This design comes from an exercise in tuning for small area on the open sky130 flow, not from production work.
Only simulation tests tie the RTL to the original design; equivalence was not proved.
Power figures rest on the tool's default switching activity, not on a simulated workload.

==> flow/design.v (outline; a module is shown in full before it is edited, if it fits) <==
// module spacekey: 3917 lines
module spacekey(VGA_RED, VGA_BLUE, VGA_GREEN, hex0, pix_x, pix_y, pix_v, imgReturn, jump, restart, clk, rst);
  // ...
==> flow/flow/run.sh <==
#!/bin/bash
# Standard layout, except that the port buffers are the smallest buffer cell.
set -e
echo 'export BUFFER_PORTS_ARGS = -buffer_cell sky130_fd_sc_hd__buf_1' >> config.mk
bash standard.sh > standard.log 2>&1
==> flow/standard.sh <==
#!/bin/bash
# synth_recipe.tcl (not shown) runs the flow's synth.tcl, then flattens the netlist and writes it again
# the make line also repeats each setting of config.mk as NAME=value (left out here)
make -C /OpenROAD-flow-scripts/flow DESIGN_CONFIG=/design/flow/config.mk WORK_HOME=/design/flow/orfs CLKGATE_MAP_FILE= SYNTH_SCRIPT=/design/flow/synth_recipe.tcl "${@:-finish}"
==> flow/config.mk <==
export PLATFORM = sky130hd
export DESIGN_NAME = spacekey
export DESIGN_NICKNAME = spacekey
export VERILOG_FILES = /design/flow/design.v
export SDC_FILE = /design/flow/constraint.sdc
export NUM_CORES = 4
export LEC_CHECK = 0
export ABC_AREA = 1
export CAP_MARGIN = 20
export CORE_MARGIN = 2
export CORE_UTILIZATION = 40
export CTS_BUF_LIST = sky130_fd_sc_hd__clkbuf_4
export PLACE_DENSITY = 0.6
export SLEW_MARGIN = 20
export BUFFER_PORTS_ARGS = -buffer_cell sky130_fd_sc_hd__buf_1
==> flow/constraint.sdc <==
create_clock -name core_clock -period 12.0 [get_ports {clk}]
set_input_delay 2.4000 -clock core_clock [delete_from_list [all_inputs] [get_ports {clk}]]
set_output_delay 2.4000 -clock core_clock [all_outputs]
set_load 0.01 [all_outputs]
==> summary.md, run 1 <==
| Metric | Value |
|---|---|
| Residual DRC | `0` |
| CTS sink cnt | `32` |
| Inverters excl. clock | `105` |
| Status | `no timing/DRC/antenna violations` |
| Drt total wl | `10.23 mm` |
| Sequential share of the synthesized area | `17.96%` |
| DIE WIDTH | `98.42 um` |
| Multi-In Gates | `458` |
| Synth-to-layout area growth | `8.175%` |
| Layout cells sized above 1 | `8.075%` |
| Worst-skew pair later-pin latency | `340 ps` |
| Routing usage on met2 | `35.79%` |
| Relative slew slack | `51.44%` |
| Top routing layer used | `met4` |
| Power Density | `69.21 mW/mm2` |
| Worst Hold Depth | `1` |
| FF+latch count, synth | `32` |
| Met3 Usage GRT | `2.695%` |
| Maxcap violations | `0` |
| Power, Total | `0.2670 mW` |
| Top cells by area, synth | `dfxtp_1 (18%), nand2_1 (13%), inv_1 (10%)` |
| Crit-path max FO | `4` |
| Die height | `98.42 um` |
| Buf/Inv on CP | `7` |
| Sw Pwr | `0.1023 mW` |
| Via density | `5.400` |
| Syn Inst Count | `603` |
| Max Clock Freq | `103.6 MHz` |
| FFs & Latches | `32` |
==> run 2, diff against run 1 <==
==> flow/run.sh (new file) <==
#!/bin/bash
# synth_recipe.tcl (not shown) runs the flow's synth.tcl, then flattens the netlist and writes it again
# the make line also repeats each setting of config.mk as NAME=value (left out here)
make -C /OpenROAD-flow-scripts/flow DESIGN_CONFIG=/design/flow/config.mk WORK_HOME=/design/flow/orfs CLKGATE_MAP_FILE= SYNTH_SCRIPT=/design/flow/synth_recipe.tcl finish
--- a/flow/config.mk
+++ b/flow/config.mk
@@ -12,4 +12,3 @@
 export CTS_BUF_LIST = sky130_fd_sc_hd__clkbuf_4
 export PLACE_DENSITY = 0.6
 export SLEW_MARGIN = 20
-export BUFFER_PORTS_ARGS = -buffer_cell sky130_fd_sc_hd__buf_1
removed: flow/flow/run.sh
removed: flow/standard.sh
==> summary.md, run 2 <==
| Metric | Value |
|---|---|
| Status | `no timing/DRC/antenna violations (unchanged)` |
| Power Density | `65.37 mW/mm2 (was 69.21 mW/mm2)` |
| Sequential share of the synthesized area | `17.96% (unchanged)` |
| Most common cell in the synthesized netlist | `nand2_1 (unchanged)` |
| Synth Flop Type | `dfxtp_1 (unchanged)` |
| Tightest Pin Transition | `612.5 ps (was 728.4 ps)` |
| Hold Path End | `jp2$_SDFF_PN0_ (was j2[2]$_SDFFE_PN0P_)` |
| Met3 Usage GRT | `1.986% (was 2.695%)` |
| Finish-stage setup viols | `0 (unchanged)` |
| Grt total ovfl | `0 (unchanged)` |
| R2R Path End | `px[6]$_SDFF_PP0_ (was px[3]$_SDFF_PP0_)` |
| Crit path DAT | `7980 ps (was 7250 ps)` |
| Reg with most FFs | `px (unchanged)` |
| Worst Hold Depth | `2 (was 1)` |
| Ys Warns | `1 (unchanged)` |
| Top cells by area, synth | `dfxtp_1 (18%), nand2_1 (13%), inv_1 (10%) (unchanged)` |
| Largest family of logic cells by synthesized area | `simple AND/OR/NAND/NOR gates (unchanged)` |
| Synthesized area | `0.003566 mm2 (unchanged)` |
| Post-detail-place hpwl | `8.411 mm (was 8.285 mm)` |
| Commonest non-fill, non-tap cell in the layout | `nand2_1 (unchanged)` |
| Synth Area in Adders | `9.053% (unchanged)` |
| Clk pin slew, worst setup/hold paths | `90 ps (was 100 ps)` |
| FF+latch count, synth | `32 (unchanged)` |
| Synth-to-layout area growth | `15.40% (was 8.175%)` |
| Max H-tree Level | `2 (unchanged)` |
| Largest net degree at the start of global routing | `19 (unchanged)` |
| First-pass GRT wire length | `16.99 mm (was 17.08 mm)` |
| Leakage | `1.896 nW (was 1.792 nW)` |
| Min-Delay Startpoint | `jp2$_SDFF_PN0_ (was j2[2]$_SDFFE_PN0P_)` |
| Post-Syn Nets | `657 (unchanged)` |
| Global-route usage over all layers | `21.24% (was 21.34%)` |
| Syn avg cell area | `5.914 um2 (unchanged)` |
| Relative slew slack | `59.04% (was 51.44%)` |
| Clock Tree Root | `clkbuf_4 (unchanged)` |
| Most used routing layer | `met2 (unchanged)` |
| Final min period | `10380 ps (was 9653 ps)` |
| Largest register FFs | `10 (unchanged)` |
| CTS sink cnt | `32 (unchanged)` |
| Max Clock Freq | `96.35 MHz (was 103.6 MHz)` |
| Worst-skew pair later-pin latency | `320 ps (was 340 ps)` |
| Layout cells sized above 1 | `7.764% (was 8.075%)` |
| Die height | `98.42 um (unchanged)` |
| PortBufs | `42 (unchanged)` |
| I/O pins | `49 (unchanged)` |
| CTS tree | `yes (unchanged)` |
| Final hold violations | `0 (unchanged)` |
| Initial core utilization | `41.09% (unchanged)` |
| Routing usage on met2 | `35.22% (was 35.79%)` |
| Cell Rows | `34 (unchanged)` |
| Simple-gate share of the synthesized area | `38.49% (unchanged)` |
| Post-synth EDFFs | `0 (unchanged)` |
| R2R Setup Slk | `6890 ps (was 6920 ps)` |
| Iter 0 DRT Violations | `182 (was 174)` |
| Reg2reg start | `lvl[1]$_SDFFE_PN0P_ (unchanged)` |
| Postcts setup bufs | `0 (unchanged)` |
| Synth area leader | `dfxtp_1 (unchanged)` |
| DR pass1 iterations | `5 (unchanged)` |
| Core Box Area | `0.008678 mm2 (unchanged)` |
| Initial antenna violation count | `0 (unchanged)` |
| Nets | `698 (unchanged)` |
| Fraction of registers with async set/reset | `0% (unchanged)` |
| Synth cell count leaders | `nand2_1 (126), inv_1 (95), nor2_1 (79), a21oi_1 (46) (unchanged)` |
| Compound-Gate Fraction of Synth Area | `19.72% (unchanged)` |
| Residual DRC | `0 (unchanged)` |
| Syn Inst Count | `603 (unchanged)` |
| Vias | `3902 (was 4061)` |
| CTS Buf Count | `5 (unchanged)` |
| N_diodes | `0 (unchanged)` |
| Hold_buf cts | `0 (unchanged)` |
| Antenna-violating nets left | `0 (unchanged)` |
| Peak VDD IR | `0.00006444 V (was 0.00007864 V)` |
| Clock tree buffer depth | `2 (unchanged)` |
| Max Clock Skew | `7.597 ps (was 15.04 ps)` |
| Top Registers | `px: 10 flops, j1: 7 flops, j2: 7 flops (unchanged)` |
| Via density | `5.189 (was 5.400)` |
| RSZ-0062 raised after global routing | `false (unchanged)` |
| Synth Area in XOR/XNOR | `2.175% (unchanged)` |
| Fin util | `47.42% (was 44.45%)` |
| Fillers | `962 (was 1004)` |
| Worst Reg2Reg Path Length in Cells | `27 (unchanged)` |
| Critical path type | `input port to output pin (unchanged)` |
| DIE WIDTH | `98.42 um (unchanged)` |
| Gates resized, CTS repair | `0 (unchanged)` |
| Number of global-route vias before repair | `3568 (was 3741)` |
| Synth cell types | `49 (unchanged)` |
| Placer congestion estimate | `0.9225 (was 0.9022)` |
| Fin Setup TNS | `0 ps (unchanged)` |
| Multiplexer share of the synthesized area | `0% (unchanged)` |
| Worst Path Required | `9600 ps (about the same)` |
| Crit share post-route | `86.49% (was 80.44%)` |
| Maxcap violations | `0 (unchanged)` |
| DIE AREA | `0.009687 mm2 (unchanged)` |
| CP endpoint kind | `output pin (unchanged)` |
| Final Max Slew Viols | `0 (unchanged)` |
| Avg WL per Cell | `13.47 um (was 13.60 um)` |
| Commonest cells after routing, fill and taps aside | `nand2_1 (126), inv_1 (95), nor2_1 (79), a21oi_1 (46), clkdlybuf4s50_1 (42) (was nand2_1 (126), inv_1 (95), nor2_1 (79), a21oi_1 (46), buf_1 (42))` |
| Drt total wl | `10.13 mm (was 10.23 mm)` |
| Crit path launch type | `input port (unchanged)` |
| Hold Crit Class | `flop to flop (unchanged)` |
| Met1 Track Usage GR | `29.35% (was 27.67%)` |
| Crit-path max FO | `4 (unchanged)` |
| Yosys top cell area share | `17.96% (unchanged)` |
==> run 2: cell count changes in the layout (fill, tap and decap cells not counted), sizes merged <==
cell,delta
buf,-42
clkbuf,-1
clkdlybuf4s50,+42
clkinv,+1
==> run 2: worst max-delay path, cell delays in order <==
cell,delay [ps]
clkdlybuf4s50_1,530
inv_1,90
ha_1,310
nand2_1,100
clkinv_1,80
nor2_1,150
fa_1,200
inv_1,50
fa_1,430
inv_1,90
a21oi_1,90
fa_1,390
nor2_1,150
a21oi_1,90
ha_1,290
a21oi_1,70
nor3_1,200
nand4_1,180
a21oi_4,200
nand2_2,110
ha_1,200
inv_1,100
ha_1,250
a21oi_1,150
o21ai_0,140
o21bai_2,220
a22oi_1,150
clkdlybuf4s50_1,560
==> run 2: worst max-delay path by stage <==
| stage | from | end | slack, ps | cells after the start |
|---|---|---|---|---|
| after floorplan | pix_y[1] | VGA_GREEN[3] | 3190 | 26 |
| after global placement | pix_y[1] | VGA_GREEN[3] | 1730 | 28 |
| after detailed placement | pix_y[1] | VGA_GREEN[3] | 1650 | 28 |
| after CTS | pix_y[1] | VGA_GREEN[3] | 1630 | 28 |
| after global routing | pix_y[1] | VGA_GREEN[3] | 1240 | 28 |
| final | pix_y[1] | VGA_GREEN[3] | 1620 | 28 |
==> run 2: kinds of logic after synthesis <==
kind of cell / after synthesis
simple gates: 306
buf+inv: 113
fa+ha+maj: 24
other cells: 1
flops: 32
xor+xnor: 8
compound gates: 119
==> run 2: metrics by stage <==
step	setup slack, ps	instances	hold WS [ps]	area [um2]	power, mW
after global routing	1238	752	520.2	4115	0.2915
after global placement	1731	745	464.3	4070	0.2161
after CTS	1626	752	487.3	4115	0.2727
after detailed placement	1648	745	464.4	4070	0.2166
after floorplan	3190	603	443.4	3566	0.1844
final	1621	752	485.7	4115	0.2690
==> run 2: layout make-up <==
type	instances	area (um2)	share of cell area, %
clock buffers	5	37.54	0.9121
well taps	108	135.1	3.284
flip-flops and latches	32	640.6	15.57
multi-input cells	458	2480	60.26
repair buffers	42	420.4	10.22
clock inverters	2	7.507	0.1824
inverters	105	394.1	9.577
==> run 2: where the power goes <==
group          internal (mW)  switching, mW  total, mW  leakage (nW)
combinational         0.0350         0.0567     0.0917          1.61
clock                 0.0204         0.0340     0.0544        0.0261
sequential             0.114        0.00917      0.123         0.260
==> run 2: metal layers <==
metal,part of all wire (%),vias to the layer above
met2,45,107
met1,48,1723
li1,-,2055
met4,2.0,0
met5,0,-
met3,5.3,17
==> run 3, diff against run 2 <==
==> flow/flow/run.sh (new file) <==
#!/bin/bash
# Standard layout, except that
#  - after the standard synthesis, the logic between the registers is re-mapped
#    for area (flow/resynth.tcl); the registers are kept as they are;
#  - the port buffers are the smallest buffer cell.
set -euo pipefail
HERE=$(pwd)
R=$HERE/orfs/results/$FLOW_PLATFORM/spacekey/base
echo 'export BUFFER_PORTS_ARGS = -buffer_cell sky130_fd_sc_hd__buf_1' >> config.mk

bash standard.sh synth > synth.log 2>&1

cp $R/1_2_yosys.v $HERE/std_synth.v
YOSYS=$(command -v yosys || echo $FLOW_HOME/../tools/install/yosys/bin/yosys)
LIB=$FLOW_HOME/platforms/$FLOW_PLATFORM/lib/sky130_fd_sc_hd__tt_025C_1v80.lib \
IN_NET=$HERE/std_synth.v OUT_NET=$HERE/resynth.v TOP=$FLOW_TOP \
STAT_BEFORE=$HERE/resynth_before.txt STAT_AFTER=$HERE/resynth_after.txt \
DONT_USE="$(cat $HERE/flow/dont_use.txt)" ABC_SCRIPT=$HERE/flow/abc_area.scr \
  $YOSYS -c $HERE/flow/resynth.tcl > resynth.log 2>&1

cp $HERE/resynth.v $R/1_2_yosys.v
rm -f $R/1_synth.odb $R/1_synth.sdc
bash standard.sh finish > finish.log 2>&1
==> flow/flow/abc_area.scr (new file) <==
strash
dch -f
amap
topo
==> flow/flow/dont_use.txt (new file) <==
sky130_fd_sc_hd__probe_p_8 sky130_fd_sc_hd__probec_p_8 sky130_fd_sc_hd__lpflow_bleeder_1 sky130_fd_sc_hd__lpflow_clkbufkapwr_1 sky130_fd_sc_hd__lpflow_clkbufkapwr_16 sky130_fd_sc_hd__lpflow_clkbufkapwr_2 sky130_fd_sc_hd__lpflow_clkbufkapwr_4 sky130_fd_sc_hd__lpflow_clkbufkapwr_8 sky130_fd_sc_hd__lpflow_clkinvkapwr_1 sky130_fd_sc_hd__lpflow_clkinvkapwr_16 sky130_fd_sc_hd__lpflow_clkinvkapwr_2 sky130_fd_sc_hd__lpflow_clkinvkapwr_4 sky130_fd_sc_hd__lpflow_clkinvkapwr_8 sky130_fd_sc_hd__lpflow_decapkapwr_12 sky130_fd_sc_hd__lpflow_decapkapwr_3 sky130_fd_sc_hd__lpflow_decapkapwr_4 sky130_fd_sc_hd__lpflow_decapkapwr_6 sky130_fd_sc_hd__lpflow_decapkapwr_8 sky130_fd_sc_hd__lpflow_inputiso0n_1 sky130_fd_sc_hd__lpflow_inputiso0p_1 sky130_fd_sc_hd__lpflow_inputiso1n_1 sky130_fd_sc_hd__lpflow_inputiso1p_1 sky130_fd_sc_hd__lpflow_inputisolatch_1 sky130_fd_sc_hd__lpflow_isobufsrc_1 sky130_fd_sc_hd__lpflow_isobufsrc_16 sky130_fd_sc_hd__lpflow_isobufsrc_2 sky130_fd_sc_hd__lpflow_isobufsrc_4 sky130_fd_sc_hd__lpflow_isobufsrc_8 sky130_fd_sc_hd__lpflow_isobufsrckapwr_16 sky130_fd_sc_hd__lpflow_lsbuf_lh_hl_isowell_tap_1 sky130_fd_sc_hd__lpflow_lsbuf_lh_hl_isowell_tap_2 sky130_fd_sc_hd__lpflow_lsbuf_lh_hl_isowell_tap_4 sky130_fd_sc_hd__lpflow_lsbuf_lh_isowell_4 sky130_fd_sc_hd__lpflow_lsbuf_lh_isowell_tap_1 sky130_fd_sc_hd__lpflow_lsbuf_lh_isowell_tap_2 sky130_fd_sc_hd__lpflow_lsbuf_lh_isowell_tap_4
==> flow/flow/resynth.tcl (new file) <==
# Re-map the combinational logic of the standard synthesis for area: every
# register stays the same cell under the same name; the logic between them is
# re-mapped by ABC's area mapper (amap).
set lib $::env(LIB)
yosys read_liberty -ignore_miss_func $lib
yosys read_verilog $::env(IN_NET)
yosys hierarchy -top $::env(TOP)
yosys setattr -mod -set keep_hierarchy 1 sky130_fd_sc_hd__dfxtp_1
yosys flatten
yosys opt_clean -purge
yosys tee -o $::env(STAT_BEFORE) stat -liberty $lib
set du {}
foreach c $::env(DONT_USE) { lappend du -dont_use $c }
yosys abc -script $::env(ABC_SCRIPT) -liberty $lib {*}$du
yosys opt_clean -purge
yosys hilomap -singleton -hicell sky130_fd_sc_hd__conb_1 HI -locell sky130_fd_sc_hd__conb_1 LO
yosys tee -o $::env(STAT_AFTER) stat -liberty $lib
yosys select $::env(TOP)
yosys write_verilog -selected -noattr -noexpr -nohex -nodec $::env(OUT_NET)
==> flow/standard.sh (new file) <==
#!/bin/bash
# synth_recipe.tcl (not shown) runs the flow's synth.tcl, then flattens the netlist and writes it again
# the make line also repeats each setting of config.mk as NAME=value (left out here)
make -C /OpenROAD-flow-scripts/flow DESIGN_CONFIG=/design/flow/config.mk WORK_HOME=/design/flow/orfs CLKGATE_MAP_FILE= SYNTH_SCRIPT=/design/flow/synth_recipe.tcl "${@:-finish}"
--- a/flow/config.mk
+++ b/flow/config.mk
@@ -9,6 +9,9 @@
 export CAP_MARGIN = 20
 export CORE_MARGIN = 2
 export CORE_UTILIZATION = 40
-export CTS_BUF_LIST = sky130_fd_sc_hd__clkbuf_4
+export CTS_BUF_LIST = sky130_fd_sc_hd__clkbuf_8
+export CTS_CLUSTER_DIAMETER = 200
+export CTS_CLUSTER_SIZE = 32
 export PLACE_DENSITY = 0.6
 export SLEW_MARGIN = 20
+export BUFFER_PORTS_ARGS = -buffer_cell sky130_fd_sc_hd__buf_1
removed: flow/run.sh
==> summary.md, run 3 <==
| Metric | Value |
|---|---|
| DR pass1 iterations | `7 (was 5)` |
| Cell Rows | `31 (was 34)` |
| Avg WL per Cell | `14.37 um (was 13.47 um)` |
| CP endpoint kind | `output pin (unchanged)` |
| Peak VDD IR | `0.00005334 V (was 0.00006444 V)` |
| Maxcap violations | `0 (unchanged)` |
| Slowest-stage cell, CP | `nor3_1 (was clkdlybuf4s50_1)` |
| Gates resized, CTS repair | `0 (unchanged)` |
| Drt total wl | `9.311 mm (was 10.13 mm)` |
| Max H-tree Level | `2 (unchanged)` |
| Syn Inst Count | `500 (was 603)` |
| N_diodes | `0 (unchanged)` |
| CTS Buf Count | `5 (unchanged)` |
| Antenna-violating nets left | `0 (unchanged)` |
| Nets | `579 (was 698)` |
| Largest net degree at the start of global routing | `20 (was 19)` |
| Placer congestion estimate | `0.9830 (was 0.9225)` |
| Syn avg cell area | `5.936 um2 (was 5.914 um2)` |
| CTS sink cnt | `32 (unchanged)` |
| Placed inst area | `0.003249 mm2 (was 0.004070 mm2)` |
| Core Box Area | `0.007214 mm2 (was 0.008678 mm2)` |
| Relative slew slack | `47.61% (was 59.04%)` |
| Post-Syn Nets | `530 (was 657)` |
| Final worst setup slack | `1777 ps (was 1621 ps)` |
| CTS tree | `yes (unchanged)` |
| Die height | `90.14 um (was 98.42 um)` |
| Final min period | `10220 ps (was 10380 ps)` |
| Reg with most FFs | `px (unchanged)` |
| Crit path launch type | `input port (unchanged)` |
| Commonest cells after routing, fill and taps aside | `nor2_1 (114), clkinv_1 (77), nand2_1 (48), buf_1 (42), o21ai_0 (37) (was nand2_1 (126), inv_1 (95), nor2_1 (79), a21oi_1 (46), clkdlybuf4s50_1 (42))` |
| Ys Warns | `1 (unchanged)` |
| Final Max Slew Viols | `0 (unchanged)` |
| Hold Crit Class | `flop to flop (unchanged)` |
| Leakage | `1.045 nW (was 1.896 nW)` |
| Synth-to-layout area growth | `12.73% (was 15.40%)` |
| Post-detail-place hpwl | `7.634 mm (was 8.411 mm)` |
| Power, Total | `0.2687 mW (was 0.2690 mW)` |
| Commonest non-fill, non-tap cell in the layout | `nor2_1 (was nand2_1)` |
| Fin Setup TNS | `0 ps (unchanged)` |
| Final hold violations | `0 (unchanged)` |
| Global-route usage over all layers | `22.76% (was 21.24%)` |
| Number of global-route vias before repair | `3373 (was 3568)` |
| Via density | `5.818 (was 5.189)` |
| Vias | `3770 (was 3902)` |
| Initial antenna violation count | `0 (unchanged)` |
| Max Clock Skew | `2.968 ps (was 7.597 ps)` |
| CP max stage delay | `480 ps (was 560 ps)` |
| Clock tree buffer depth | `2 (unchanged)` |
| Tightest Pin Transition | `785.1 ps (was 612.5 ps)` |
| Place WS | `1939 ps (was 1648 ps)` |
| Postcts setup bufs | `0 (unchanged)` |
| First-pass GRT wire length | `15.55 mm (was 16.99 mm)` |
| Top Registers | `px: 10 flops, j1: 7 flops, j2: 7 flops (unchanged)` |
| Top cell by count, worst path | `nor2_1` |
| Grt total ovfl | `0 (unchanged)` |
| Layout cells sized above 1 | `1.275% (was 7.764%)` |
| Critical path type | `input port to output pin (unchanged)` |
| Hold_buf cts | `0 (unchanged)` |
| RSZ-0062 raised after global routing | `false (unchanged)` |
| Crit path DAT | `7820 ps (was 7980 ps)` |
| Worst Reg2Reg Path Length in Cells | `32 (was 27)` |
| Clk pin slew, worst setup/hold paths | `60 ps (was 90 ps)` |
| Worst-skew pair later-pin latency | `280 ps (was 320 ps)` |
| Final Instance Area | `0.003346 mm2 (was 0.004115 mm2)` |
| Worst Hold Depth | `2 (unchanged)` |
| Synthesized area | `0.002968 mm2 (was 0.003566 mm2)` |
| I/O pins | `49 (unchanged)` |
| PortBufs | `42 (unchanged)` |
| Finish-stage setup viols | `0 (unchanged)` |
| Residual DRC | `0 (unchanged)` |
| Initial core utilization | `41.14% (was 41.09%)` |
| Largest register FFs | `10 (unchanged)` |
| DIE WIDTH | `90.14 um (was 98.42 um)` |
| DIE AREA | `0.008124 mm2 (was 0.009687 mm2)` |
| Crit-path max FO | `5 (was 4)` |
| Crit share post-route | `85.19% (was 86.49%)` |
| Worst Path Required | `9600 ps (about the same)` |
| Status | `no timing/DRC/antenna violations (unchanged)` |
| Iter 0 DRT Violations | `285 (was 182)` |
| Max Clock Freq | `97.82 MHz (was 96.35 MHz)` |
| Fillers | `786 (was 962)` |
| Power Density | `80.32 mW/mm2 (was 65.37 mW/mm2)` |
| Clock Tree Root | `clkbuf_8 (was clkbuf_4)` |
[run 3: final timing paths]
kind,slack [ps],to,from
hold / removal,470,jp2$_SDFF_PN0_,jp2$_SDFF_PN0_
setup / recovery,1780,VGA_BLUE[3],pix_y[0]
setup reg to reg,5620,px[8]$_SDFF_PP0_,lvl[1]$_SDFFE_PN0P_
hold reg to reg,470,jp2$_SDFF_PN0_,jp2$_SDFF_PN0_
[run 3: routing by layer]
| layer | track usage [%] | part of all wire, % | vias to the layer above |
|---|---|---|---|
| li1 | - | - | 1910 |
| met1 | 32.07 | 47 | 1672 |
| met2 | 34.34 | 43 | 153 |
| met3 | 3.018 | 6.2 | 35 |
| met4 | 10.64 | 3.9 | 0 |
| met5 | 0 | 0 | - |
[run 3: report_power, final]
| part | leakage, nW | switching [mW] | internal [mW] |
|---|---|---|---|
| clock network | 0.0503 | 0.0384 | 0.0510 |
| logic | 0.735 | 0.0439 | 0.0205 |
| registers | 0.259 | 0.00443 | 0.110 |
[run 3: stage by stage]
| step | util [%] | instances | hold slack, ps |
|---|---|---|---|
| 4_1_cts | 46.38 | 648 | 475.6 |
| 2_1_floorplan | - | 500 | 448.7 |
| 5_1_grt | 46.38 | 648 | 511.6 |
| 6_report | 46.38 | 648 | 472.9 |
| 3_5_place_dp | 45.04 | 641 | 466.8 |
| 3_3_place_gp | 45.04 | 641 | 466.0 |
[run 3: critical path, delay by kind of cell]
family,cells,cell delay [ps]
simple gates,18,2650
compound gates,10,1880
buf+inv,6,860
[run 3: area by class of cell]
type	instances	area [um2]	share of cell area, %
clock buffers	7	96.34	2.880
inverters	77	289.0	8.639
multi-input cells	391	2038	60.92
flip-flops and latches	32	640.6	19.15
well taps	99	123.9	3.702
repair buffers	42	157.7	4.712
==> run 4, diff against run 3 <==
--- a/flow/config.mk
+++ b/flow/config.mk
@@ -9,9 +9,7 @@
 export CAP_MARGIN = 20
 export CORE_MARGIN = 2
 export CORE_UTILIZATION = 40
-export CTS_BUF_LIST = sky130_fd_sc_hd__clkbuf_8
-export CTS_CLUSTER_DIAMETER = 200
-export CTS_CLUSTER_SIZE = 32
+export CTS_BUF_LIST = sky130_fd_sc_hd__clkbuf_4
 export PLACE_DENSITY = 0.6
 export SLEW_MARGIN = 20
 export BUFFER_PORTS_ARGS = -buffer_cell sky130_fd_sc_hd__buf_1
==> summary.md, run 4 <==
| Metric | Value |
|---|---|
| Status | `no timing/DRC/antenna violations (unchanged)` |
| DR pass1 iterations | `5 (was 7)` |
| Post-Syn Nets | `530 (unchanged)` |
| Internal power | `0.1512 mW (was 0.1820 mW)` |
| I/O pins | `49 (unchanged)` |
| Hold_buf cts | `0 (unchanged)` |
| Crit share post-route | `85.10% (was 85.19%)` |
| Power, Total | `0.2356 mW (was 0.2687 mW)` |
| Slowest-stage cell, CP | `nor3_1 (unchanged)` |
| Via density | `5.855 (was 5.818)` |
| Max H-tree Level | `2 (unchanged)` |
| Die height | `90.14 um (unchanged)` |
| Core Box Area | `0.007214 mm2 (unchanged)` |
| Clock Tree Root | `clkbuf_4 (was clkbuf_8)` |
| Top cell by count, worst path | `nor2_1 (unchanged)` |
| CP endpoint kind | `output pin (unchanged)` |
| Final hold violations | `0 (unchanged)` |
| Fin Setup TNS | `0 ps (unchanged)` |
| Global-route usage over all layers | `22.96% (was 22.76%)` |
| Reg2reg start | `lvl[1]$_SDFFE_PN0P_ (unchanged)` |
| PortBufs | `42 (unchanged)` |
| Seq pwr share | `48.7% (was 42.8%)` |
| Initial antenna violation count | `0 (unchanged)` |
| Relative slew slack | `48.23% (was 47.61%)` |
| Maxcap violations | `0 (unchanged)` |
| Clk pin slew, worst setup/hold paths | `100 ps (was 60 ps)` |
| Avg WL per Cell | `14.48 um (was 14.37 um)` |
| Residual DRC | `0 (unchanged)` |
| Layout cells sized above 1 | `0.9107% (was 1.275%)` |
| Iter 0 DRT Violations | `256 (was 285)` |
| DIE WIDTH | `90.14 um (unchanged)` |
| Syn Inst Count | `500 (unchanged)` |
| Largest register FFs | `10 (unchanged)` |
| Tightest Pin Transition | `775.8 ps (was 785.1 ps)` |
| Crit-path max FO | `5 (unchanged)` |
| Antenna-violating nets left | `0 (unchanged)` |
| Cell Rows | `31 (unchanged)` |
| Vias | `3794 (was 3770)` |
| Ys Warns | `1 (unchanged)` |
| Gates resized, CTS repair | `0 (unchanged)` |
| Finish-stage setup viols | `0 (unchanged)` |
| CP max stage delay | `500 ps (was 480 ps)` |
| Clock tree buffer depth | `2 (unchanged)` |
| Combinational power share | `27.3% (was 24.0%)` |
| Min-Delay Startpoint | `jp2$_SDFF_PN0_ (unchanged)` |
| Max Clock Skew | `8.708 ps (was 2.968 ps)` |
| CTS Buf Count | `5 (unchanged)` |
| N_diodes | `0 (unchanged)` |
| Crit path DAT | `7810 ps (was 7820 ps)` |
| Synth-to-layout area growth | `11.00% (was 12.73%)` |
| Reg with most FFs | `px (unchanged)` |
| Leakage | `1.021 nW (was 1.045 nW)` |
| Final Max Slew Viols | `0 (unchanged)` |
| DIE AREA | `0.008124 mm2 (unchanged)` |
| Post-detail-place hpwl | `7.634 mm (unchanged)` |
| CTS tree | `yes (unchanged)` |
| Placer congestion estimate | `0.9830 (unchanged)` |
| Postcts setup bufs | `0 (unchanged)` |
| Commonest cells after routing, fill and taps aside | `nor2_1 (114), clkinv_1 (79), nand2_1 (48), buf_1 (42), o21ai_0 (37) (was nor2_1 (114), clkinv_1 (77), nand2_1 (48), buf_1 (42), o21ai_0 (37))` |
| Critical path type | `input port to output pin (unchanged)` |
| Largest net degree at the start of global routing | `20 (unchanged)` |
| Share of total power in the clock network | `23.9% (was 33.3%)` |
| Worst-skew pair later-pin latency | `340 ps (was 280 ps)` |
| Power Density | `71.52 mW/mm2 (was 80.32 mW/mm2)` |
| Syn avg cell area | `5.936 um2 (unchanged)` |
| CTS sink cnt | `32 (unchanged)` |
| Commonest non-fill, non-tap cell in the layout | `nor2_1 (unchanged)` |
| First-pass GRT wire length | `15.59 mm (was 15.55 mm)` |
| Fin util | `45.66% (was 46.38%)` |
| Number of global-route vias before repair | `3365 (was 3373)` |
| Drt total wl | `9.385 mm (was 9.311 mm)` |
| RSZ-0062 raised after global routing | `false (unchanged)` |
| Crit path launch | `pix_y[0] (unchanged)` |
| Sw Ratio | `35.81% (was 32.27%)` |
| Final min period | `10210 ps (was 10220 ps)` |
| Nets | `579 (unchanged)` |
| Grt total ovfl | `0 (unchanged)` |
| Worst Hold Depth | `2 (unchanged)` |
| Peak VDD IR | `0.00007476 V (was 0.00005334 V)` |
| Hold Crit Class | `flop to flop (unchanged)` |
| Sw Pwr | `0.08438 mW (was 0.08673 mW)` |
| R2R Setup Slk | `5620 ps (about the same)` |
| Initial core utilization | `41.14% (unchanged)` |
| Crit path launch type | `input port (unchanged)` |
| Worst Reg2Reg Path Length in Cells | `32 (unchanged)` |
| Worst Path Required | `9600 ps (about the same)` |
| Top Registers | `px: 10 flops, j1: 7 flops, j2: 7 flops (unchanged)` |
| Max Clock Freq | `97.92 MHz (was 97.82 MHz)` |
| Synthesized area | `0.002968 mm2 (unchanged)` |
==> run 4: final timing paths <==
kind	endpoint
hold reg to reg	jp2$_SDFF_PN0_
setup reg to reg	px[8]$_SDFF_PP0_
hold / removal	jp2$_SDFF_PN0_
setup / recovery	VGA_BLUE[3]
==> run 4: layout make-up <==
type                       count  area (um2)
sequential                    32       640.6
multi-input combinational    391        2038
timing repair buffer          42       157.7
clock buffer                   5       37.54
tap                           99       123.9
fill                         797        3920
clock inverter                 2       7.507
inverter                      77       289.0
==> run 4: critical path: cells and delay by family <==
kind / cells / cell delay [ps]
simple gates: 18 / 2650
compound gates: 10 / 1900
buf+inv: 6 / 850
==> run 4: power by group through the flow <==
stage               Combinational, mW  Sequential [mW]  Clock (mW)
floorplan                      0.0438            0.116           0
global placement               0.0637            0.117           0
detailed placement             0.0630            0.117           0
CTS                            0.0634            0.115      0.0578
global route                   0.0726            0.116      0.0632
finish                         0.0644            0.115      0.0564
==> run 4: routing by layer <==
layer  vias to the layer above  part of all wire [%]  wire length (um)  GRT usage, %
li1                       1908                     -                 -             -
met1                      1712                    47              4410         32.22
met2                       139                    43              4051         34.52
met3                        35                   5.8               545         2.766
met4                         0                   4.0               377         11.67
met5                         -                     0                 0             0
==> run 4: stage by stage <==
stage                     setup slack, ps  hold slack (ps)  area [um2]  std cells
final                                1787            477.6        3294        648
after global routing                 1030            517.3        3294        648
after CTS                            1896            480.6        3294        648
after detailed placement             1939            466.8        3249        641
after global placement               2101            466.0        3249        641
after floorplan                      2993            448.7        2968        500
==> run 5, diff against run 4 <==
==> flow/flow/abc_area.scr (replaced) <==
strash
dch -f
amap
strash
dch -f
amap -m
topo
==> summary.md, run 5 <==
| Metric | Value |
|---|---|
| Initial core utilization | `40.92% (was 41.14%)` |
| Die height | `89.68 um (was 90.14 um)` |
| Finish-stage setup viols | `0 (unchanged)` |
| Via density | `5.859 (was 5.855)` |
| Max Clock Freq | `100.6 MHz (was 97.92 MHz)` |
| Seq pwr share | `44.2% (was 48.7%)` |
| Fin util | `45.89% (was 45.66%)` |
| RSZ-0062 raised after global routing | `false (unchanged)` |
| Top Registers | `px: 10 flops, j1: 7 flops, j2: 7 flops (unchanged)` |
| CP max stage delay | `490 ps (was 500 ps)` |
| DR pass1 iterations | `5 (unchanged)` |
| Tightest Pin Transition | `766.1 ps (was 775.8 ps)` |
| Peak VDD IR | `0.00008475 V (was 0.00007476 V)` |
| Hold Crit Class | `flop to flop (unchanged)` |
| Post-Syn Nets | `518 (was 530)` |
| Slowest-stage cell, CP | `nor3_1 (unchanged)` |
| Clock tree buffer depth | `2 (unchanged)` |
| Commonest non-fill, non-tap cell in the layout | `nor2_1 (unchanged)` |
| Placed inst area | `0.003218 mm2 (was 0.003249 mm2)` |
| Sw Ratio | `33.07% (was 35.81%)` |
| Maxcap violations | `0 (unchanged)` |
| Cell Rows | `31 (unchanged)` |
| Largest register FFs | `10 (unchanged)` |
| CP endpoint kind | `output pin (unchanged)` |
| Crit-path max FO | `6 (was 5)` |
| Status | `no timing/DRC/antenna violations (unchanged)` |
| CTS Buf Count | `5 (unchanged)` |
| Leakage | `0.9994 nW (was 1.021 nW)` |
| Fin Setup TNS | `0 ps (unchanged)` |
| Drt total wl | `9.181 mm (was 9.385 mm)` |
| CTS tree | `yes (unchanged)` |
| Worst Path Required | `9600 ps (about the same)` |
| Commonest cells after routing, fill and taps aside | `nor2_1 (110), clkinv_1 (79), buf_1 (42), nand2_1 (41), nor3_1 (35) (was nor2_1 (114), clkinv_1 (79), nand2_1 (48), buf_1 (42), o21ai_0 (37))` |
| Synthesized area | `0.002937 mm2 (was 0.002968 mm2)` |
| First-pass GRT wire length | `15.26 mm (was 15.59 mm)` |
| Core Box Area | `0.007176 mm2 (was 0.007214 mm2)` |
| DIE WIDTH | `89.68 um (was 90.14 um)` |
| I/O pins | `49 (unchanged)` |
| Initial antenna violation count | `0 (unchanged)` |
| Top cell by count, worst path | `nor2_1 (unchanged)` |
| Post-detail-place hpwl | `7.432 mm (was 7.634 mm)` |
| Grt total ovfl | `0 (unchanged)` |
| Relative slew slack | `48.87% (was 48.23%)` |
| Worst-skew pair later-pin latency | `340 ps (about the same)` |
| Hold_buf cts | `0 (unchanged)` |
| Crit share post-route | `82.82% (was 85.10%)` |
| Crit path DAT | `7540 ps (was 7810 ps)` |
| Min-Delay Startpoint | `jp2$_SDFF_PN0_ (unchanged)` |
| Final Instance Area | `0.003293 mm2 (was 0.003294 mm2)` |
| Number of global-route vias before repair | `3228 (was 3365)` |
| Max H-tree Level | `2 (unchanged)` |
| Nets | `567 (was 579)` |
| Buf/Inv on CP | `4 (was 6)` |
| Hold Path End | `jp2$_SDFF_PN0_ (unchanged)` |
| R2R Path End | `px[8]$_SDFF_PP0_ (unchanged)` |
| R2R Setup Slk | `6010 ps (was 5620 ps)` |
| Worst Reg2Reg Path Length in Cells | `29 (was 32)` |
| Final Max Slew Viols | `0 (unchanged)` |
| Internal power | `0.1738 mW (was 0.1512 mW)` |
| Reg2reg start | `lvl[1]$_SDFFE_PN0P_ (unchanged)` |
| Worst Hold Depth | `2 (unchanged)` |
| Residual DRC | `0 (unchanged)` |
| Reg with most FFs | `px (unchanged)` |
| Critical path type | `input port to output pin (unchanged)` |
| Final hold violations | `0 (unchanged)` |
| Largest net degree at the start of global routing | `23 (was 20)` |
| Combinational power share | `24.8% (was 27.3%)` |
| Ys Warns | `1 (unchanged)` |
| Synth-to-layout area growth | `12.14% (was 11.00%)` |
| Layout cells sized above 1 | `1.115% (was 0.9107%)` |
| N_diodes | `0 (unchanged)` |
| Sw Pwr | `0.08585 mW (was 0.08438 mW)` |
| Syn avg cell area | `6.018 um2 (was 5.936 um2)` |
| Clock Tree Root | `clkbuf_4 (unchanged)` |
| Final min period | `9938 ps (was 10210 ps)` |
| Power Density | `78.84 mW/mm2 (was 71.52 mW/mm2)` |
| Gates resized, CTS repair | `0 (unchanged)` |
| Crit path max-delay family | `compound AO/OA/AOI/OAI gates (was simple AND/OR/NAND/NOR gates)` |
| CTS sink cnt | `32 (unchanged)` |
| Global-route usage over all layers | `23.92% (was 22.96%)` |
| Vias | `3732 (was 3794)` |
| Clk pin slew, worst setup/hold paths | `80 ps (was 100 ps)` |
| Share of total power in the clock network | `31.0% (was 23.9%)` |
| Postcts setup bufs | `0 (unchanged)` |
| Iter 0 DRT Violations | `247 (was 256)` |
| Antenna-violating nets left | `0 (unchanged)` |
| Crit path launch type | `input port (unchanged)` |
| DIE AREA | `0.008043 mm2 (was 0.008124 mm2)` |
| Placer congestion estimate | `0.9736 (was 0.9830)` |
| Fillers | `790 (was 797)` |
| Max Clock Skew | `21.81 ps (was 8.708 ps)` |
| PortBufs | `42 (unchanged)` |
| Syn Inst Count | `488 (was 500)` |
| Avg WL per Cell | `14.41 um (was 14.48 um)` |
==> run 5: routing by layer <==
metal  track usage (%)  wire length (um)  part of all wire [%]
met1             33.76              4318                    47
met5                 0                 0                     0
met3             3.291               493                   5.4
met4             10.18               302                   3.3
met2             36.36              4067                    44
==> run 5: power groups by stage <==
stage | sequential (mW) | combinational, mW | clock [mW]
final | 0.115 | 0.0644 | 0.0806
after global routing | 0.115 | 0.0737 | 0.0874
after CTS | 0.115 | 0.0634 | 0.0825
after detailed placement | 0.117 | 0.0631 | 0
after global placement | 0.117 | 0.0634 | 0
after floorplan | 0.116 | 0.0445 | 0
==> run 5: how the worst max path moves through the flow <==
stage	start	to	slack, ps	cells after the start
after floorplan	pix_y[1]	VGA_BLUE[3]	3130	28
after global placement	pix_y[1]	VGA_BLUE[3]	2270	30
after detailed placement	pix_y[1]	VGA_BLUE[3]	2130	30
after CTS	pix_y[1]	VGA_BLUE[3]	2110	30
after global routing	pix_y[1]	VGA_BLUE[3]	1150	30
final	pix_y[1]	VGA_BLUE[3]	2060	30
==> run 5: cell type report <==
cell class,instances,area [um2],area share (%)
sequential,32,640.6,19.45
clock buffer,5,37.54,1.140
clock inverter,3,37.54,1.140
multi-input combinational,379,2007,60.94
timing repair buffer,42,157.7,4.787
inverter,77,289.0,8.777
tap,99,123.9,3.761
==> run 5: through the flow <==
stage          worst slack [ps]  hold WS [ps]  total power [mW]  instances
2_1_floorplan              3127         449.4            0.1603        488
3_3_place_gp               2271         470.5            0.1804        629
3_5_place_dp               2133         477.8            0.1801        629
4_1_cts                    2109         494.0            0.2605        637
5_1_grt                    1153         523.0            0.2762        637
6_report                   2062         486.8            0.2596        637
==> run 5: tightest hold or removal path: stages (launching register included) <==
cell and delay, ps:
dfxtp_1 310, clkinv_1 60, o22ai_1 70
==> run 6, diff against run 5 <==
--- a/flow/flow/run.sh
+++ b/flow/flow/run.sh
@@ -6,6 +6,7 @@
 set -euo pipefail
 HERE=$(pwd)
 R=$HERE/orfs/results/$FLOW_PLATFORM/spacekey/base
+echo 'export CTS_ARGS = -sink_clustering_enable -repair_clock_nets -buf_list sky130_fd_sc_hd__clkbuf_8 -sink_clustering_size 32 -sink_clustering_max_diameter 500 -dont_use_dummy_load' >> config.mk
 echo 'export BUFFER_PORTS_ARGS = -buffer_cell sky130_fd_sc_hd__buf_1' >> config.mk
 
 bash standard.sh synth > synth.log 2>&1
--- a/flow/config.mk
+++ b/flow/config.mk
@@ -12,4 +12,5 @@
 export CTS_BUF_LIST = sky130_fd_sc_hd__clkbuf_4
 export PLACE_DENSITY = 0.6
 export SLEW_MARGIN = 20
+export CTS_ARGS = -sink_clustering_enable -repair_clock_nets -buf_list sky130_fd_sc_hd__clkbuf_8 -sink_clustering_size 32 -sink_clustering_max_diameter 500 -dont_use_dummy_load
 export BUFFER_PORTS_ARGS = -buffer_cell sky130_fd_sc_hd__buf_1
==> summary.md, run 6 <==
| Metric | Value |
|---|---|
| CTS sink cnt | `32 (unchanged)` |
| Via density | `5.897 (was 5.859)` |
| Ys Warns | `1 (unchanged)` |
| DR pass1 iterations | `4 (was 5)` |
| Power Density | `76.88 mW/mm2 (was 78.84 mW/mm2)` |
| Peak VDD IR | `0.00008394 V (was 0.00008475 V)` |
| Maxcap violations | `0 (unchanged)` |
| Crit-path max FO | `6 (unchanged)` |
| Top Registers | `px: 10 flops, j1: 7 flops, j2: 7 flops (unchanged)` |
| Routing usage on met2 | `36.36% (unchanged)` |
| Gates resized, CTS repair | `0 (unchanged)` |
| Worst Hold Depth | `2 (unchanged)` |
| Worst Reg2Reg Path Length in Cells | `29 (unchanged)` |
| Largest register FFs | `10 (unchanged)` |
| Largest net degree at the start of global routing | `23 (unchanged)` |
| Syn avg cell area | `6.018 um2 (unchanged)` |
| Die height | `89.68 um (unchanged)` |
| Status | `no timing/DRC/antenna violations (unchanged)` |
| R2R Path End | `px[8]$_SDFF_PP0_ (unchanged)` |
| Clk pin slew, worst setup/hold paths | `50 ps (was 80 ps)` |
| Crit share post-route | `82.98% (was 82.82%)` |
| PortBufs | `42 (unchanged)` |
| Hold Crit Class | `flop to flop (unchanged)` |
| DIE AREA | `0.008043 mm2 (unchanged)` |
| First-pass GRT wire length | `15.28 mm (was 15.26 mm)` |
| Top cell by count, worst path | `nor2_1 (unchanged)` |
| Post-Syn Nets | `518 (unchanged)` |
| Vias | `3739 (was 3732)` |
| Area occupied by multi-input gates | `0.002007 mm2 (unchanged)` |
| Core Box Area | `0.007176 mm2 (unchanged)` |
| Power, Total | `0.2527 mW (was 0.2596 mW)` |
| Postcts setup bufs | `0 (unchanged)` |
| Hold Path End | `jp2$_SDFF_PN0_ (unchanged)` |
| Initial antenna violation count | `0 (unchanged)` |
| Avg WL per Cell | `14.59 um (was 14.41 um)` |
| Residual DRC | `0 (unchanged)` |
| RSZ-0062 raised after global routing | `false (unchanged)` |
| Initial core utilization | `40.92% (unchanged)` |
| Leakage | `0.9951 nW (was 0.9994 nW)` |
| Max Clock Skew | `23.16 ps (was 21.81 ps)` |
| Met3 Usage GRT | `2.742% (was 3.291%)` |
| Crit path DAT | `7560 ps (was 7540 ps)` |
| R2R Setup Slk | `5970 ps (was 6010 ps)` |
| Post-detail-place hpwl | `7.432 mm (unchanged)` |
| Max Clock Freq | `100.4 MHz (was 100.6 MHz)` |
| Antenna-violating nets left | `0 (unchanged)` |
| Reg with most FFs | `px (unchanged)` |
| Synth-to-layout area growth | `11.93% (was 12.14%)` |
| Drt total wl | `9.253 mm (was 9.181 mm)` |
| DIE WIDTH | `89.68 um (unchanged)` |
| Syn Inst Count | `488 (unchanged)` |
| Cell Rows | `31 (unchanged)` |
| Hold_buf cts | `0 (unchanged)` |
| Relative slew slack | `47.48% (was 48.87%)` |
| Finish-stage setup viols | `0 (unchanged)` |
| CP max stage delay | `510 ps (was 490 ps)` |
| N_diodes | `0 (unchanged)` |
| Reg2reg start | `lvl[1]$_SDFFE_PN0P_ (unchanged)` |
| Nets | `567 (unchanged)` |
| Worst Path Required | `9600 ps (about the same)` |
| Iter 0 DRT Violations | `243 (was 247)` |
| Grt total ovfl | `0 (unchanged)` |
| Seq. cell area | `640.6 um2 (unchanged)` |
| CP endpoint kind | `output pin (unchanged)` |
| Synthesized area | `0.002937 mm2 (unchanged)` |
| Commonest cells after routing, fill and taps aside | `nor2_1 (110), clkinv_1 (77), buf_1 (42), nand2_1 (41), nor3_1 (35) (was nor2_1 (110), clkinv_1 (79), buf_1 (42), nand2_1 (41), nor3_1 (35))` |
| Commonest non-fill, non-tap cell in the layout | `nor2_1 (unchanged)` |
| Fin Setup TNS | `0 ps (unchanged)` |
| Final Instance Area | `0.003287 mm2 (was 0.003293 mm2)` |
| Final hold violations | `0 (unchanged)` |
| Slowest-stage cell, CP | `nor3_1 (unchanged)` |
| Placer congestion estimate | `0.9736 (unchanged)` |
| Final min period | `9958 ps (was 9938 ps)` |
| Clock Tree Root | `clkbuf_8 (was clkbuf_4)` |
| Layout cells sized above 1 | `0.9346% (was 1.115%)` |
| Min-Delay Startpoint | `jp2$_SDFF_PN0_ (unchanged)` |
| Most used routing layer | `met2 (unchanged)` |
| CTS tree | `yes (unchanged)` |
| Tightest Pin Transition | `787.0 ps (was 766.1 ps)` |
| Critical path type | `input port to output pin (unchanged)` |
| Global-route usage over all layers | `23.88% (was 23.92%)` |
| Worst-skew pair later-pin latency | `280 ps (was 340 ps)` |
| Clock tree buffer depth | `2 (unchanged)` |
| Number of global-route vias before repair | `3230 (was 3228)` |
| I/O pins | `49 (unchanged)` |
| Max H-tree Level | `2 (unchanged)` |
| Final Max Slew Viols | `0 (unchanged)` |
| Placed inst area | `0.003218 mm2 (unchanged)` |
| Fillers | `790 (unchanged)` |
| CTS Buf Count | `5 (unchanged)` |
| Met1 Track Usage GR | `33.70% (was 33.76%)` |
| Crit path launch type | `input port (unchanged)` |
## run 6: cell types whose count changed in the layout (fill, tap and decap cells not counted), sizes merged
| cell | delta |
|---|---|
| clkinv | -2 |
| bufinv | -1 |
## run 6: area by class of cell
type	count	area share [%]
clock buffers	5	2.094
inverters	77	8.793
multi-input cells	379	61.06
flip-flops and latches	32	19.49
well taps	99	3.769
repair buffers	42	4.796
## run 6: power by group
| group | leakage (nW) | internal (mW) | switching, mW |
|---|---|---|---|
| sequential | 0.259 | 0.111 | 0.00423 |
| clock | 0.0359 | 0.0372 | 0.0361 |
| combinational | 0.700 | 0.0208 | 0.0438 |
| total | 0.995 | 0.169 | 0.0841 |
## run 6: stage by stage
| step | setup WS [ps] | cells | hold slack (ps) | util [%] |
|---|---|---|---|---|
| 6_report | 2042 | 634 | 481.5 | 45.81 |
| 5_1_grt | 1153 | 634 | 516.3 | 45.81 |
| 4_1_cts | 2109 | 634 | 488.2 | 45.81 |
| 3_5_place_dp | 2133 | 629 | 477.8 | 44.85 |
| 3_3_place_gp | 2271 | 629 | 470.5 | 44.85 |
| 2_1_floorplan | 3127 | 488 | 449.4 | - |
## run 6: critical path, delay by kind of cell
family / cells / cell delay, ps
simple gates: 11 / 1650
compound gates: 15 / 2890
buf+inv: 4 / 620
## run 6: per-layer routing
metal,vias to the layer above,share of wire (%),routed length (um)
li1,1891,-,-
met1,1688,48,4400
met5,-,0,0
met2,132,44,4090
met4,0,3.3,304
met3,28,4.9,457
## run 6: worst max-delay path by stage
stage / end / from / cells after the start
3_5_place_dp: VGA_BLUE[3] / pix_y[1] / 30
6_report: VGA_BLUE[3] / pix_y[1] / 30
4_1_cts: VGA_BLUE[3] / pix_y[1] / 30
2_1_floorplan: VGA_BLUE[3] / pix_y[1] / 28
5_1_grt: VGA_BLUE[3] / pix_y[1] / 30
3_3_place_gp: VGA_BLUE[3] / pix_y[1] / 30
==> run 7, diff against run 6 <==
--- a/flow/flow/run.sh
+++ b/flow/flow/run.sh
@@ -6,7 +6,7 @@
 set -euo pipefail
 HERE=$(pwd)
 R=$HERE/orfs/results/$FLOW_PLATFORM/spacekey/base
-echo 'export CTS_ARGS = -sink_clustering_enable -repair_clock_nets -buf_list sky130_fd_sc_hd__clkbuf_8 -sink_clustering_size 32 -sink_clustering_max_diameter 500 -dont_use_dummy_load' >> config.mk
+echo 'export CTS_ARGS = -repair_clock_nets -buf_list sky130_fd_sc_hd__clkbuf_8 -root_buf sky130_fd_sc_hd__clkbuf_8 -distance_between_buffers 1000 -dont_use_dummy_load' >> config.mk
 echo 'export BUFFER_PORTS_ARGS = -buffer_cell sky130_fd_sc_hd__buf_1' >> config.mk
 
 bash standard.sh synth > synth.log 2>&1
--- a/flow/config.mk
+++ b/flow/config.mk
@@ -12,5 +12,5 @@
 export CTS_BUF_LIST = sky130_fd_sc_hd__clkbuf_4
 export PLACE_DENSITY = 0.6
 export SLEW_MARGIN = 20
-export CTS_ARGS = -sink_clustering_enable -repair_clock_nets -buf_list sky130_fd_sc_hd__clkbuf_8 -sink_clustering_size 32 -sink_clustering_max_diameter 500 -dont_use_dummy_load
+export CTS_ARGS = -repair_clock_nets -buf_list sky130_fd_sc_hd__clkbuf_8 -root_buf sky130_fd_sc_hd__clkbuf_8 -distance_between_buffers 1000 -dont_use_dummy_load
 export BUFFER_PORTS_ARGS = -buffer_cell sky130_fd_sc_hd__buf_1
==> summary.md, run 7 <==
| Metric | Value |
|---|---|
| Syn avg cell area | `6.018 um2 (unchanged)` |
| Slowest-stage cell, CP | `nor3_1 (unchanged)` |
| Non-filler cells, final | `634 (unchanged)` |
| Final Instance Area | `0.003287 mm2 (unchanged)` |
| Fin Setup TNS | `0 ps (unchanged)` |
| Synth-to-layout area growth | `11.93% (unchanged)` |
| Placer congestion estimate | `0.9736 (unchanged)` |
| Antenna-violating nets left | `0 (unchanged)` |
| Final min period | `9958 ps (unchanged)` |
| Relative slew slack | `47.48% (unchanged)` |
| I/O pins | `49 (unchanged)` |
| N_diodes | `0 (unchanged)` |
| Crit path DAT | `7560 ps (about the same)` |
| Largest net degree at the start of global routing | `23 (unchanged)` |
| Crit-path max FO | `6 (unchanged)` |
| Layout cells sized above 1 | `0.9346% (unchanged)` |
| Number of cells after detailed placement | `629 (unchanged)` |
| Gates resized, CTS repair | `0 (unchanged)` |
| PortBufs | `42 (unchanged)` |
| Worst Hold Slack | `481.5 ps (unchanged)` |
| RSZ-0062 raised after global routing | `false (unchanged)` |
| First-pass GRT wire length | `15.28 mm (unchanged)` |
| Leakage | `0.9951 nW (unchanged)` |
| Finish-stage setup viols | `0 (unchanged)` |
| Postcts setup bufs | `0 (unchanged)` |
| DIE AREA | `0.008043 mm2 (unchanged)` |
| Critical path type | `input port to output pin (unchanged)` |
| Clock Tree Root | `clkbuf_8 (unchanged)` |
| Iter 0 DRT Violations | `243 (unchanged)` |
| Commonest cells after routing, fill and taps aside | `nor2_1 (110), clkinv_1 (77), buf_1 (42), nand2_1 (41), nor3_1 (35) (unchanged)` |
| Tightest Pin Transition | `787.0 ps (unchanged)` |
| CP max stage delay | `510 ps (about the same)` |
| Top cell by count, worst path | `nor2_1 (unchanged)` |
| Clk pin slew, worst setup/hold paths | `50 ps (about the same)` |
| Max H-tree Level | `2 (unchanged)` |
| Largest register FFs | `10 (unchanged)` |
| Crit path launch type | `input port (unchanged)` |
| Core Box Area | `0.007176 mm2 (unchanged)` |
| CTS tree | `yes (unchanged)` |
| Avg WL per Cell | `14.59 um (unchanged)` |
| DR pass1 iterations | `4 (unchanged)` |
| CTS Buf Count | `5 (unchanged)` |
| Crit share post-route | `82.98% (unchanged)` |
| Synthesized area | `0.002937 mm2 (unchanged)` |
| Final Max Slew Viols | `0 (unchanged)` |
| Final hold violations | `0 (unchanged)` |
| Global-route usage over all layers | `23.88% (unchanged)` |
| Post-Syn Nets | `518 (unchanged)` |
| Status | `no timing/DRC/antenna violations (unchanged)` |
| Initial antenna violation count | `0 (unchanged)` |
| Post-detail-place hpwl | `7.432 mm (unchanged)` |
| Cell Rows | `31 (unchanged)` |
| Via density | `5.897 (unchanged)` |
| Max Clock Freq | `100.4 MHz (unchanged)` |
| Vias | `3739 (unchanged)` |
| Placed inst area | `0.003218 mm2 (unchanged)` |
| Worst-skew pair later-pin latency | `280 ps (about the same)` |
| Crit path max-delay family | `compound AO/OA/AOI/OAI gates (unchanged)` |
| Reg with most FFs | `px (unchanged)` |
| CP endpoint kind | `output pin (unchanged)` |
| Number of global-route vias before repair | `3230 (unchanged)` |
| Grt total ovfl | `0 (unchanged)` |
| Drt total wl | `9.253 mm (unchanged)` |
| Fin util | `45.81% (unchanged)` |
| Maxcap violations | `0 (unchanged)` |
| Clock tree buffer depth | `2 (unchanged)` |
| Top Registers | `px: 10 flops, j1: 7 flops, j2: 7 flops (unchanged)` |
| Buf/Inv on CP | `4 (unchanged)` |
| Ys Warns | `1 (unchanged)` |
| Max Clock Skew | `23.16 ps (unchanged)` |
| Residual DRC | `0 (unchanged)` |
| Nets | `567 (unchanged)` |
| Worst Path Required | `9600 ps (about the same)` |
| Syn Inst Count | `488 (unchanged)` |
| Hold Crit Class | `flop to flop (unchanged)` |
| Peak VDD IR | `0.00008394 V (unchanged)` |
| Initial core utilization | `40.92% (unchanged)` |
| Power Density | `76.88 mW/mm2 (unchanged)` |
| DIE WIDTH | `89.68 um (unchanged)` |
| Die height | `89.68 um (unchanged)` |
| CTS sink cnt | `32 (unchanged)` |
| Hold_buf cts | `0 (unchanged)` |
| Commonest non-fill, non-tap cell in the layout | `nor2_1 (unchanged)` |
==> run 7: worst register-to-register path, delay by kind of cell (launching register included) <==
kind	cells	cell delay, ps
compound gates	14	2390
simple gates	12	2370
buf+inv	3	770
flops	1	360
==> run 7: worst paths after layout <==
kind | depth (start not counted) | endpoint | slack (ps) | from
max | 30 | VGA_BLUE[3] | 2040 | pix_y[1]
min reg2reg | 2 | jp2$_SDFF_PN0_ | 480 | jp2$_SDFF_PN0_
max reg2reg | 29 | px[8]$_SDFF_PP0_ | 5970 | lvl[1]$_SDFFE_PN0P_
min | 2 | jp2$_SDFF_PN0_ | 480 | jp2$_SDFF_PN0_
==> run 7: layer usage <==
metal	up-vias	GRT usage [%]	wire [um]
li1	1891	-	-
met1	1688	33.70	4400
met2	132	36.36	4090
met3	28	2.742	457
met4	0	10.85	304
met5	-	0	0
==> run 7: power by group <==
| part | switching [mW] | total [mW] | internal, mW |
|---|---|---|---|
| clock | 0.0361 | 0.0733 | 0.0372 |
| combinational | 0.0438 | 0.0646 | 0.0208 |
| sequential | 0.00423 | 0.115 | 0.111 |
| total | 0.0841 | 0.253 | 0.169 |
==> run 7: final cells by class <==
class	instances	area [um2]
fill	790	3889
multi-input combinational	379	2007
sequential	32	640.6
inverter	77	289.0
timing repair buffer	42	157.7
tap	99	123.9
clock buffer	5	68.82
==> run 7: metrics by stage <==
step	worst slack, ps	total power, mW
after floorplan	3127	0.1603
after global placement	2271	0.1804
after detailed placement	2133	0.1801
after CTS	2109	0.2534
after global routing	1153	0.2687
final	2042	0.2527
==> run 8, diff against run 7 <==
--- a/flow/flow/run.sh
+++ b/flow/flow/run.sh
@@ -6,7 +6,7 @@
 set -euo pipefail
 HERE=$(pwd)
 R=$HERE/orfs/results/$FLOW_PLATFORM/spacekey/base
-echo 'export CTS_ARGS = -repair_clock_nets -buf_list sky130_fd_sc_hd__clkbuf_8 -root_buf sky130_fd_sc_hd__clkbuf_8 -distance_between_buffers 1000 -dont_use_dummy_load' >> config.mk
+echo 'export CTS_ARGS = -sink_clustering_enable -repair_clock_nets -buf_list sky130_fd_sc_hd__clkbuf_8 -sink_clustering_size 32 -sink_clustering_max_diameter 1000 -sink_clustering_levels 1 -dont_use_dummy_load' >> config.mk
 echo 'export BUFFER_PORTS_ARGS = -buffer_cell sky130_fd_sc_hd__buf_1' >> config.mk
 
 bash standard.sh synth > synth.log 2>&1
--- a/flow/config.mk
+++ b/flow/config.mk
@@ -12,5 +12,5 @@
 export CTS_BUF_LIST = sky130_fd_sc_hd__clkbuf_4
 export PLACE_DENSITY = 0.6
 export SLEW_MARGIN = 20
-export CTS_ARGS = -repair_clock_nets -buf_list sky130_fd_sc_hd__clkbuf_8 -root_buf sky130_fd_sc_hd__clkbuf_8 -distance_between_buffers 1000 -dont_use_dummy_load
+export CTS_ARGS = -sink_clustering_enable -repair_clock_nets -buf_list sky130_fd_sc_hd__clkbuf_8 -sink_clustering_size 32 -sink_clustering_max_diameter 1000 -sink_clustering_levels 1 -dont_use_dummy_load
 export BUFFER_PORTS_ARGS = -buffer_cell sky130_fd_sc_hd__buf_1
==> summary.md, run 8 <==
| Metric | Value |
|---|---|
| Gates resized, CTS repair | `0 (unchanged)` |
| Placer congestion estimate | `0.9736 (unchanged)` |
| Global-route usage over all layers | `23.88% (unchanged)` |
| I/O pins | `49 (unchanged)` |
| Tightest Pin Transition | `787.0 ps (unchanged)` |
| Maxcap violations | `0 (unchanged)` |
| Postcts setup bufs | `0 (unchanged)` |
| Iter 0 DRT Violations | `243 (unchanged)` |
| Syn Inst Count | `488 (unchanged)` |
| Reg with most FFs | `px (unchanged)` |
| CP max stage delay | `510 ps (about the same)` |
| Number of global-route vias before repair | `3230 (unchanged)` |
| Crit path launch type | `input port (unchanged)` |
| Non-filler cells, final | `634 (unchanged)` |
| Max H-tree Level | `2 (unchanged)` |
| Vias | `3739 (unchanged)` |
| Synth-to-layout area growth | `11.93% (unchanged)` |
| Clock tree buffer depth | `2 (unchanged)` |
| RSZ-0062 raised after global routing | `false (unchanged)` |
| Ys Warns | `1 (unchanged)` |
| Met3 Usage GRT | `2.742% (unchanged)` |
| Final min period | `9958 ps (unchanged)` |
| Largest net degree at the start of global routing | `23 (unchanged)` |
| Clk pin slew, worst setup/hold paths | `50 ps (about the same)` |
| Hold_buf cts | `0 (unchanged)` |
| Max Clock Skew | `23.16 ps (unchanged)` |
| Final Max Slew Viols | `0 (unchanged)` |
| CTS sink cnt | `32 (unchanged)` |
| Avg WL per Cell | `14.59 um (unchanged)` |
| DIE AREA | `0.008043 mm2 (unchanged)` |
| Layout cells sized above 1 | `0.9346% (unchanged)` |
| Relative slew slack | `47.48% (unchanged)` |
| Leakage | `0.9951 nW (unchanged)` |
| Clock Tree Root | `clkbuf_8 (unchanged)` |
| Fin Setup TNS | `0 ps (unchanged)` |
| Buf/Inv on CP | `4 (unchanged)` |
| Number of cells after detailed placement | `629 (unchanged)` |
| Via density | `5.897 (unchanged)` |
| Top cell by count, worst path | `nor2_1 (unchanged)` |
| Syn avg cell area | `6.018 um2 (unchanged)` |
| Worst Path Required | `9600 ps (about the same)` |
| Peak VDD IR | `0.00008394 V (unchanged)` |
| Crit-path max FO | `6 (unchanged)` |
| Most used routing layer | `met2 (unchanged)` |
| Final hold violations | `0 (unchanged)` |
| Largest register FFs | `10 (unchanged)` |
| Critical path type | `input port to output pin (unchanged)` |
| Residual DRC | `0 (unchanged)` |
| Grt total ovfl | `0 (unchanged)` |
| Initial antenna violation count | `0 (unchanged)` |
| Drt total wl | `9.253 mm (unchanged)` |
| Power, Total | `0.2527 mW (unchanged)` |
| Core Box Area | `0.007176 mm2 (unchanged)` |
| Post-detail-place hpwl | `7.432 mm (unchanged)` |
| CTS Buf Count | `5 (unchanged)` |
| Crit path DAT | `7560 ps (about the same)` |
| Cell Rows | `31 (unchanged)` |
| DIE WIDTH | `89.68 um (unchanged)` |
| Hold Crit Class | `flop to flop (unchanged)` |
| DR pass1 iterations | `4 (unchanged)` |
| Commonest cells after routing, fill and taps aside | `nor2_1 (110), clkinv_1 (77), buf_1 (42), nand2_1 (41), nor3_1 (35) (unchanged)` |
| Worst Hold Slack | `481.5 ps (unchanged)` |
| Post-Syn Nets | `518 (unchanged)` |
| CP endpoint kind | `output pin (unchanged)` |
| Power Density | `76.88 mW/mm2 (unchanged)` |
| Finish-stage setup viols | `0 (unchanged)` |
| First-pass GRT wire length | `15.28 mm (unchanged)` |
| CTS tree | `yes (unchanged)` |
| Max Clock Freq | `100.4 MHz (unchanged)` |
| Initial core utilization | `40.92% (unchanged)` |
| Worst-skew pair later-pin latency | `280 ps (about the same)` |
| N_diodes | `0 (unchanged)` |
| Commonest non-fill, non-tap cell in the layout | `nor2_1 (unchanged)` |
| Crit path max-delay family | `compound AO/OA/AOI/OAI gates (unchanged)` |
| Crit share post-route | `82.98% (unchanged)` |
| Fin util | `45.81% (unchanged)` |
| Top Registers | `px: 10 flops, j1: 7 flops, j2: 7 flops (unchanged)` |
| Status | `no timing/DRC/antenna violations (unchanged)` |
| Slowest-stage cell, CP | `nor3_1 (unchanged)` |
| Synthesized area | `0.002937 mm2 (unchanged)` |
| Routing usage on met2 | `36.36% (unchanged)` |
| Antenna-violating nets left | `0 (unchanged)` |
| PortBufs | `42 (unchanged)` |
| Nets | `567 (unchanged)` |
| Met1 Track Usage GR | `33.70% (unchanged)` |
| Die height | `89.68 um (unchanged)` |
==> run 8: tightest hold or removal path: cells and delay by family (launching register included) <==
kind            cells  cell delay (ps)
flops               1              300
compound gates      1               70
buf+inv             1               60
==> run 8: area by class of cell <==
cell class	count	area, um2
sequential	32	640.6
tap	99	123.9
timing repair buffer	42	157.7
multi-input combinational	379	2007
fill	790	3889
inverter	77	289.0
clock buffer	5	68.82
==> run 8: worst paths after layout <==
path,end,cells past startpoint,slack (ps),from
setup / recovery,VGA_BLUE[3],30,2040,pix_y[1]
hold / removal,jp2$_SDFF_PN0_,2,480,jp2$_SDFF_PN0_
setup reg to reg,px[8]$_SDFF_PP0_,29,5970,lvl[1]$_SDFFE_PN0P_
hold reg to reg,jp2$_SDFF_PN0_,2,480,jp2$_SDFF_PN0_
==> run 8: power by group <==
| group | switching, mW | internal, mW |
|---|---|---|
| Clock | 0.0361 | 0.0372 |
| Sequential | 0.00423 | 0.111 |
| Combinational | 0.0438 | 0.0208 |
| Total | 0.0841 | 0.169 |
==> run 8: stage by stage <==
stage | cell area, um2 | worst slack, ps
finish | 3287 | 2042
global route | 3287 | 1153
CTS | 3287 | 2109
detailed placement | 3218 | 2133
global placement | 3218 | 2271
floorplan | 2937 | 3127
==> run 8: layer usage <==
layer,part of all wire (%),wire [um],up-vias
li1,-,-,1891
met3,4.9,457,28
met2,44,4090,132
met4,3.3,304,0
met1,48,4400,1688
met5,0,0,-

-- re-timing with driven ports --
Ports are ideal in the flow. The routed layouts listed here were re-timed in OpenROAD. Step 1 assumes that a clkbuf_16 drives the clock port and a buf_2 every other input. Step 2 times the ports against the registers' clock, not the clock port: input delays grow and output delays shrink by t, the midpoint of the rising clock arrivals with the driver on. Slacks: ideal / step 1 / step 2; pairs: ideal / step 1.
| run | t (ns) | setup slack, ns | latest minus earliest clock arrival (ns) | slew at the worst register clock pin (ns) | worst slew at a driven data input, ns |
|---|---|---|---|---|---|
| run 1 | 0.358 | 2.347 / 2.316 / 2.316 | 0.015 / 0.015 | 0.10 / 0.10 | 0.05 |
| run 2 | 0.346 | 1.621 / 1.578 / 1.578 | 0.008 / 0.008 | 0.10 / 0.10 | 0.04 |
| run 3 | 0.307 | 1.777 / 1.747 / 1.747 | 0.003 / 0.004 | 0.06 / 0.06 | 0.03 |
| run 4 | 0.363 | 1.787 / 1.758 / 1.758 | 0.009 / 0.009 | 0.10 / 0.10 | 0.03 |
| run 5 | 0.356 | 2.062 / 2.038 / 2.038 | 0.022 / 0.021 | 0.11 / 0.11 | 0.03 |
| run 6 | 0.298 | 2.042 / 2.018 / 2.018 | 0.023 / 0.023 | 0.07 / 0.07 | 0.03 |
| run 7 | 0.298 | 2.042 / 2.018 / 2.018 | 0.023 / 0.023 | 0.07 / 0.07 | 0.03 |
| run 8 | 0.298 | 2.042 / 2.018 / 2.018 | 0.023 / 0.023 | 0.07 / 0.07 | 0.03 |
After both steps every run listed still meets setup and hold. The setup slack of run 2, which loses most, moves by -0.043 ns with the drivers and by -0.043 ns with both steps.
